Source: an optimization exercise on an open RTL-to-GDS flow (aim: small area). Production flows keep margins and buffers that such runs may drop.
RTL that was checked went through simulation tests only; none was proved equivalent to the original.
No driver is modelled on the clock port, so clocking that relies on it looks cheaper here than on a real chip.
Power and IR drop assume default switching activity.

==> inputs of job 5248 <==
## SPIMaster
module SPIMaster #(
	parameter WIDTH = 8,
	parameter TxFIFODepth = 8,
	parameter RxFIFODepth = 8
	)(
	input clk,
	input rst_n,
    output CS_n,
    output SCK,
    output MOSI,
    input MISO,
	output [WIDTH - 1:0] RXdata,
	input readEn,
	output RXFIFOempty,
	output RXFIFOfull,
	output TXFIFOempty,
	output TXFIFOfull,
	input [WIDTH - 1:0] TXdata,
	input writeEn,
	input startTransaction,
	output doneTransaction,
	input [7:0] prescale1,
	input [7:0] prescale2
	);
==> module FIFO, before the edit <==
module FIFO #(
	parameter WIDTH = 8,
	parameter DEPTH = 8
	)(
	input clk,
	input rst_n,
	input [WIDTH - 1:0] writeData,
	input writeEn,
	output [WIDTH - 1:0] readData,
	input readEn,
	output full,
	output empty
	);
	localparam AW = $clog2(DEPTH);
	logic [AW:0] readPtr, writePtr;
	logic [WIDTH - 1:0] mem [DEPTH - 1:0];
	assign readData = mem[readPtr[AW - 1:0]];
	assign full = (writePtr[AW - 1:0] == readPtr[AW - 1:0]) && (writePtr[AW] != readPtr[AW]);
	assign empty = writePtr == readPtr;
	always @(posedge clk) begin
		if (~rst_n) begin
			readPtr <= 0;
			writePtr <= 0;
		end else begin
			if (writeEn) writePtr <= writePtr + 1'd1;
			if (readEn) readPtr <= readPtr + 1'd1;
		end
	end
	always @(posedge clk) begin
		if (writeEn) mem[writePtr[AW - 1:0]] <= writeData;
	end
endmodule
==> module RXFIFO, before the edit <==
module RXFIFO #(
	parameter WIDTH = 8,
	parameter DEPTH = 8
	)(
	input clk,
	input rst_n,
	input shiftBit,
	input shiftEn,
	input commit,
	output [WIDTH - 1:0] readData,
	input readEn,
	output full,
	output empty
	);
	localparam AW = $clog2(DEPTH);
	logic [WIDTH - 1:0] readDataReg;
	logic [AW:0] readPtr, writePtr;
	logic [WIDTH - 1:0] mem [DEPTH - 1:0];
	assign readData = readDataReg;
	assign full = (writePtr[AW - 1:0] == readPtr[AW - 1:0]) && (writePtr[AW] != readPtr[AW]);
	assign empty = writePtr == readPtr;
	always @(posedge clk) begin
		if (~rst_n) begin
			readPtr <= 0;
			writePtr <= 0;
			readDataReg <= 0;
		end else begin
			if (commit) writePtr <= writePtr + 1'd1;
			if (readEn) begin
				readPtr <= readPtr + 1'd1;
				readDataReg <= mem[readPtr[AW - 1:0]];
			end
		end
	end
	genvar i;
	generate
		for (i = 0; i < DEPTH; i = i + 1) begin : slot
			always @(posedge clk) begin
				if (shiftEn && writePtr[AW - 1:0] == i) mem[i] <= {mem[i][WIDTH - 2:0], shiftBit};
			end
		end
	endgenerate
endmodule
==> module clkPrescale, before the edit <==
module clkPrescale (
		input clk,
		input rst_n,
		input prescaleEn,
		input [7:0] prescale1,
		input [7:0] prescale2,
		output SCKTick
	);
	logic [7:0] down1, down2;
	logic SCKTickReg;
	assign SCKTick = SCKTickReg;
	wire zero1 = down1 == 8'd0;
	wire zero2 = down2 == 8'd0;
	always @(posedge clk) begin
		if (~rst_n || ~prescaleEn) begin
			down1 <= prescale1;
			down2 <= prescale2;
			SCKTickReg <= 0;
		end else begin
			SCKTickReg <= zero1 & zero2;
			if (zero1) begin
				down1 <= prescale1;
				down2 <= zero2 ? prescale2 : down2 - 1'd1;
			end else begin
				down1 <= down1 - 1'd1;
			end
		end
	end
endmodule
==> module SPIMaster, before the edit <==
module SPIMaster #(
	parameter WIDTH = 8,
	parameter TxFIFODepth = 8,
	parameter RxFIFODepth = 8
	)(
	input clk,
	input rst_n,
    output CS_n,
    output SCK,
    output MOSI,
    input MISO,
	output [WIDTH - 1:0] RXdata,
	input readEn,
	output RXFIFOempty,
	output RXFIFOfull,
	output TXFIFOempty,
	output TXFIFOfull,
	input [WIDTH - 1:0] TXdata,
	input writeEn,
	input startTransaction,
	output doneTransaction,
	input [7:0] prescale1,
	input [7:0] prescale2
	);
	localparam [4:0] IDLE = 5'b00000;
	localparam [4:0] START = 5'b00010;
	localparam [4:0] LOAD = 5'b00100;
	localparam [4:0] END1 = 5'b00001;
	localparam [4:0] END2 = 5'b00011;
	localparam [4:0] SEND0 = 5'b10000;
	localparam [4:0] SENDLAST = 5'b11111;
	logic [4:0] state;
	logic [WIDTH - 1:0] shiftOut;
	wire idle = state == IDLE;
	wire sending = state[4];
	wire active = state[4] | state[0];
	wire lastBit = state == SENDLAST;
	assign CS_n = idle;
	assign doneTransaction = idle;
	assign SCK = state[0];
	assign MOSI = shiftOut[WIDTH - 1] & active;
	logic SCKTick;
	clkPrescale prescaler (
		.clk(clk),
		.rst_n(rst_n),
		.prescaleEn(active),
		.prescale1(prescale1),
		.prescale2(prescale2),
		.SCKTick(SCKTick)
	);
	logic [WIDTH - 1:0] TXFIFOdata;
	FIFO #(.WIDTH(WIDTH), .DEPTH(TxFIFODepth)) TXFIFO (
		.clk(clk),
		.rst_n(rst_n),
		.writeData(TXdata),
		.writeEn(writeEn),
		.readData(TXFIFOdata),
		.readEn(state == START),
		.full(TXFIFOfull),
		.empty(TXFIFOempty)
	);
	RXFIFO #(.WIDTH(WIDTH), .DEPTH(RxFIFODepth)) RXFIFO (
		.clk(clk),
		.rst_n(rst_n),
		.shiftBit(MISO),
		.shiftEn(SCKTick & sending & ~state[0]),
		.commit(state == END1),
		.readData(RXdata),
		.readEn(readEn),
		.full(RXFIFOfull),
		.empty(RXFIFOempty)
	);
	always @(posedge clk) begin
		if (state == START)
			shiftOut <= TXFIFOdata;
		else if (SCKTick & sending & state[0] & ~lastBit)
			shiftOut <= {shiftOut[WIDTH - 2:0], 1'b0};
	end
	always @(posedge clk) begin
		if (~rst_n) begin
			state <= IDLE;
		end else begin
			case (state)
				IDLE: if (startTransaction) state <= START;
				START: state <= LOAD;
				LOAD: state <= SEND0;
				END1, END2: state <= SCKTick ? IDLE : END2;
				SENDLAST: state <= END1;
				default: if (sending & SCKTick) state <= state + 1'd1;
			endcase
		end
	end
endmodule
==> flow/config.mk <==
export PLATFORM = sky130hd
export DESIGN_NAME = SPIMaster
export DESIGN_NICKNAME = SPIMaster
export VERILOG_FILES = /design/flow/design.v
export SDC_FILE = /design/flow/constraint.sdc
export NUM_CORES = 4
export LEC_CHECK = 0
export CAP_MARGIN = 20
export CORE_MARGIN = 2
export CORE_UTILIZATION = 40
export SLEW_MARGIN = 20
==> flow/constraint.sdc <==
create_clock -name core_clock -period 5.0 [get_ports {clk}]
set_input_delay 1.0000 -clock core_clock [delete_from_list [all_inputs] [get_ports {clk}]]
set_output_delay 1.0000 -clock core_clock [all_outputs]
set_load 0.01 [all_outputs]
run.sh (not shown) runs the stock make flow with config.mk's settings and CLKGATE_MAP_FILE= SYNTH_SCRIPT=/design/flow/synth_recipe.tcl, a recipe that flattens the netlist after the stock synthesis.
==> job 5764: changes against job 5248 <==
--- a/flow/design.v
+++ b/flow/design.v
@@ -7,28 +7,38 @@
 	input rst_n,
 	input [WIDTH - 1:0] writeData,
 	input writeEn,
+	input [$clog2(DEPTH) - 1:0] readPtr,
+	input [$clog2(DEPTH) - 1:0] readSel,
 	output [WIDTH - 1:0] readData,
 	input readEn,
 	output full,
 	output empty
 	);
 	localparam AW = $clog2(DEPTH);
-	logic [AW:0] readPtr, writePtr;
+	logic [AW - 1:0] writePtr;
+	logic lastWrite;
 	logic [WIDTH - 1:0] mem [DEPTH - 1:0];
-	assign readData = mem[readPtr[AW - 1:0]];
-	assign full = (writePtr[AW - 1:0] == readPtr[AW - 1:0]) && (writePtr[AW] != readPtr[AW]);
-	assign empty = writePtr == readPtr;
+	wire same = writePtr == readPtr;
+	assign full = same & lastWrite;
+	assign empty = same & ~lastWrite;
+	logic [WIDTH - 1:0] readMux;
+	always_comb begin
+		readMux = 0;
+		for (int k = 0; k < DEPTH; k++)
+			readMux = readMux | (mem[k] & {WIDTH{readSel == k}});
+	end
+	assign readData = readMux;
 	always @(posedge clk) begin
 		if (~rst_n) begin
-			readPtr <= 0;
 			writePtr <= 0;
+			lastWrite <= 0;
 		end else begin
 			if (writeEn) writePtr <= writePtr + 1'd1;
-			if (readEn) readPtr <= readPtr + 1'd1;
-		end
-	end
-	always @(posedge clk) begin
-		if (writeEn) mem[writePtr[AW - 1:0]] <= writeData;
+			if (writeEn | readEn) lastWrite <= writeEn;
+		end
+	end
+	always @(posedge clk) begin
+		if (writeEn) mem[writePtr] <= writeData;
 	end
 endmodule
 module RXFIFO #(
@@ -40,6 +50,7 @@
 	input shiftBit,
 	input shiftEn,
 	input commit,
+	output [$clog2(DEPTH) - 1:0] writePtrOut,
 	output [WIDTH - 1:0] readData,
 	input readEn,
 	output full,
@@ -47,21 +58,32 @@
 	);
 	localparam AW = $clog2(DEPTH);
 	logic [WIDTH - 1:0] readDataReg;
-	logic [AW:0] readPtr, writePtr;
+	logic [AW - 1:0] readPtr, writePtr;
+	logic lastWrite;
 	logic [WIDTH - 1:0] mem [DEPTH - 1:0];
+	wire same = writePtr == readPtr;
+	assign full = same & lastWrite;
+	assign empty = same & ~lastWrite;
 	assign readData = readDataReg;
-	assign full = (writePtr[AW - 1:0] == readPtr[AW - 1:0]) && (writePtr[AW] != readPtr[AW]);
-	assign empty = writePtr == readPtr;
+	assign writePtrOut = writePtr;
+	logic [WIDTH - 1:0] readMux;
+	always_comb begin
+		readMux = 0;
+		for (int k = 0; k < DEPTH; k++)
+			readMux = readMux | (mem[k] & {WIDTH{readPtr == k}});
+	end
 	always @(posedge clk) begin
 		if (~rst_n) begin
 			readPtr <= 0;
 			writePtr <= 0;
+			lastWrite <= 0;
 			readDataReg <= 0;
 		end else begin
 			if (commit) writePtr <= writePtr + 1'd1;
+			if (commit | readEn) lastWrite <= commit;
 			if (readEn) begin
 				readPtr <= readPtr + 1'd1;
-				readDataReg <= mem[readPtr[AW - 1:0]];
+				readDataReg <= readMux;
 			end
 		end
 	end
@@ -69,7 +91,7 @@
 	generate
 		for (i = 0; i < DEPTH; i = i + 1) begin : slot
 			always @(posedge clk) begin
-				if (shiftEn && writePtr[AW - 1:0] == i) mem[i] <= {mem[i][WIDTH - 2:0], shiftBit};
+				if (shiftEn && writePtr == i) mem[i] <= {mem[i][WIDTH - 2:0], shiftBit};
 			end
 		end
 	endgenerate
@@ -83,23 +105,25 @@
 		input [7:0] prescale2,
 		output SCKTick
 	);
-	logic [7:0] down1, down2;
+	logic [7:0] count1, count2;
 	logic SCKTickReg;
 	assign SCKTick = SCKTickReg;
-	wire zero1 = down1 == 8'd0;
-	wire zero2 = down2 == 8'd0;
+	wire [8:0] next1 = count1 + 1'd1;
+	wire [8:0] next2 = count2 + 1'd1;
+	wire match1 = next1[8];
+	wire match2 = next2[8];
 	always @(posedge clk) begin
 		if (~rst_n || ~prescaleEn) begin
-			down1 <= prescale1;
-			down2 <= prescale2;
+			count1 <= ~prescale1;
+			count2 <= ~prescale2;
 			SCKTickReg <= 0;
 		end else begin
-			SCKTickReg <= zero1 & zero2;
-			if (zero1) begin
-				down1 <= prescale1;
-				down2 <= zero2 ? prescale2 : down2 - 1'd1;
+			SCKTickReg <= match1 & match2;
+			if (match1) begin
+				count1 <= ~prescale1;
+				count2 <= match2 ? ~prescale2 : next2[7:0];
 			end else begin
-				down1 <= down1 - 1'd1;
+				count1 <= next1[7:0];
 			end
 		end
 	end
@@ -132,7 +156,7 @@
 	localparam [4:0] IDLE = 5'b00000;
 	localparam [4:0] START = 5'b00010;
 	localparam [4:0] LOAD = 5'b00100;
-	localparam [4:0] END1 = 5'b00001;
+	localparam [4:0] END1 = 5'b00101;
 	localparam [4:0] END2 = 5'b00011;
 	localparam [4:0] SEND0 = 5'b10000;
 	localparam [4:0] SENDLAST = 5'b11111;
@@ -141,6 +165,7 @@
 	wire idle = state == IDLE;
 	wire sending = state[4];
 	wire active = state[4] | state[0];
+	wire inFlight = state[4] | state[2];
 	wire lastBit = state == SENDLAST;
 	assign CS_n = idle;
 	assign doneTransaction = idle;
@@ -155,12 +180,15 @@
 		.prescale2(prescale2),
 		.SCKTick(SCKTick)
 	);
+	logic [$clog2(RxFIFODepth) - 1:0] rxWritePtr;
 	logic [WIDTH - 1:0] TXFIFOdata;
 	FIFO #(.WIDTH(WIDTH), .DEPTH(TxFIFODepth)) TXFIFO (
 		.clk(clk),
 		.rst_n(rst_n),
 		.writeData(TXdata),
 		.writeEn(writeEn),
+		.readPtr(rxWritePtr + inFlight),
+		.readSel(rxWritePtr),
 		.readData(TXFIFOdata),
 		.readEn(state == START),
 		.full(TXFIFOfull),
@@ -172,13 +200,14 @@
 		.shiftBit(MISO),
 		.shiftEn(SCKTick & sending & ~state[0]),
 		.commit(state == END1),
+		.writePtrOut(rxWritePtr),
 		.readData(RXdata),
 		.readEn(readEn),
 		.full(RXFIFOfull),
 		.empty(RXFIFOempty)
 	);
 	always @(posedge clk) begin
-		if (state == START)
+		if (idle)
 			shiftOut <= TXFIFOdata;
 		else if (SCKTick & sending & state[0] & ~lastBit)
 			shiftOut <= {shiftOut[WIDTH - 2:0], 1'b0};
==> flow/flow/run.sh (new file) <==
#!/bin/bash
# Standard ORFS layout with smaller port buffers and a clock tree without dummy loads.
set -euo pipefail
export BUFFER_PORTS_ARGS="-buffer_cell sky130_fd_sc_hd__buf_1"
export CTS_ARGS="-sink_clustering_enable -repair_clock_nets -dont_use_dummy_load -sink_clustering_size 100 -sink_clustering_max_diameter 500 -buf_list sky130_fd_sc_hd__clkbuf_4 -root_buf sky130_fd_sc_hd__clkbuf_16"
export LEAF_MAX=10
export POST_CTS_TCL="$PWD/flow/post_cts.tcl"
bash standard.sh > standard_flow.log 2>&1
==> flow/flow/post_cts.tcl (new file) <==
# After CTS: a clkbuf_4 that drives more than LEAF_MAX sinks is upsized to clkbuf_8,
# since the extracted wiring makes its sinks' slew exceed what CTS estimated.
set leaf_max $::env(LEAF_MAX)
set changed 0
foreach inst [[ord::get_db_block] getInsts] {
  if {[[$inst getMaster] getName] eq "sky130_fd_sc_hd__clkbuf_4"} {
    set net [[$inst findITerm X] getNet]
    set n [expr {[llength [$net getITerms]] - 1}]
    if {$n > $leaf_max} {
      puts "post_cts: [$inst getName] drives $n sinks, upsizing to clkbuf_8"
      replace_cell [$inst getName] sky130_fd_sc_hd__clkbuf_8
      incr changed
    }
  }
}
if {$changed} {
  detailed_placement
  check_placement -verbose
}
==> flow/standard.sh (new file) <==
#!/bin/bash
# synth_recipe.tcl (not shown) runs the flow's synth.tcl, then flattens the netlist and writes it again
# the make line also repeats each setting of config.mk as NAME=value (left out here)
make -C /OpenROAD-flow-scripts/flow DESIGN_CONFIG=/design/flow/config.mk WORK_HOME=/design/flow/orfs CLKGATE_MAP_FILE= SYNTH_SCRIPT=/design/flow/synth_recipe.tcl "${@:-finish}"
Settings changed: CORE_UTILIZATION 40 to 60.
removed: flow/run.sh
==> summary of the runs <==
Against job 5248, the maximum frequency of job 5764 is larger by 5.2%. Job 5248 passed the timing, DRC and antenna checks. Job 5764 went through all stages and came out clean. In clock-buffer cell count, job 5248 and job 5764 do not differ. Of job 5764 and job 5248, job 5248 has the higher hold slack (gap 0.0042 ns). Wire length: job 5764 is smaller than job 5248 (3.8%). Between job 5248 and job 5764, the lower combinational power is in job 5764 (gap 34%, measured against job 5764). In job 5248 the register-to-register slack is higher than in job 5764, by 0.25 ns. In job 5764 the clock power is lower than in job 5248, by 54%. Against job 5248, the via count of job 5764 is lower by 2.4%. Against job 5764, the total power of job 5248 is higher by 37%. In job 5248 the clock skew is lower than in job 5764, by 0.022 ns.
No functional check of the RTL was part of job 5248.

## re-timing with driven ports
The results above use ideal ports. As a check the final layouts listed here were re-extracted and re-timed, cells and wires unchanged.
Step 1, drivers: a clkbuf_16 drives clk and a buf_2 each remaining input, both assumed.
Step 2 also shifts input and output timing later by t, the mid clock arrival at the registers, as if the neighbouring blocks saw the same clock.
a / b / c = no drivers / after step 1 / after step 2; a / b = the first two.
run	shift t [ns]	slack for setup (ns)	worst setup path after step 2	clock arrival spread, ns	worst register clock-pin slew, ns
job 5248	0.471	1.564 / 1.524 / 1.950	input to register	0.011 / 0.012	0.07 / 0.07
job 5764	0.403	1.733 / 1.690 / 2.094	register to output	0.033 / 0.033	0.11 / 0.11
After both steps every run listed still meets setup and hold.
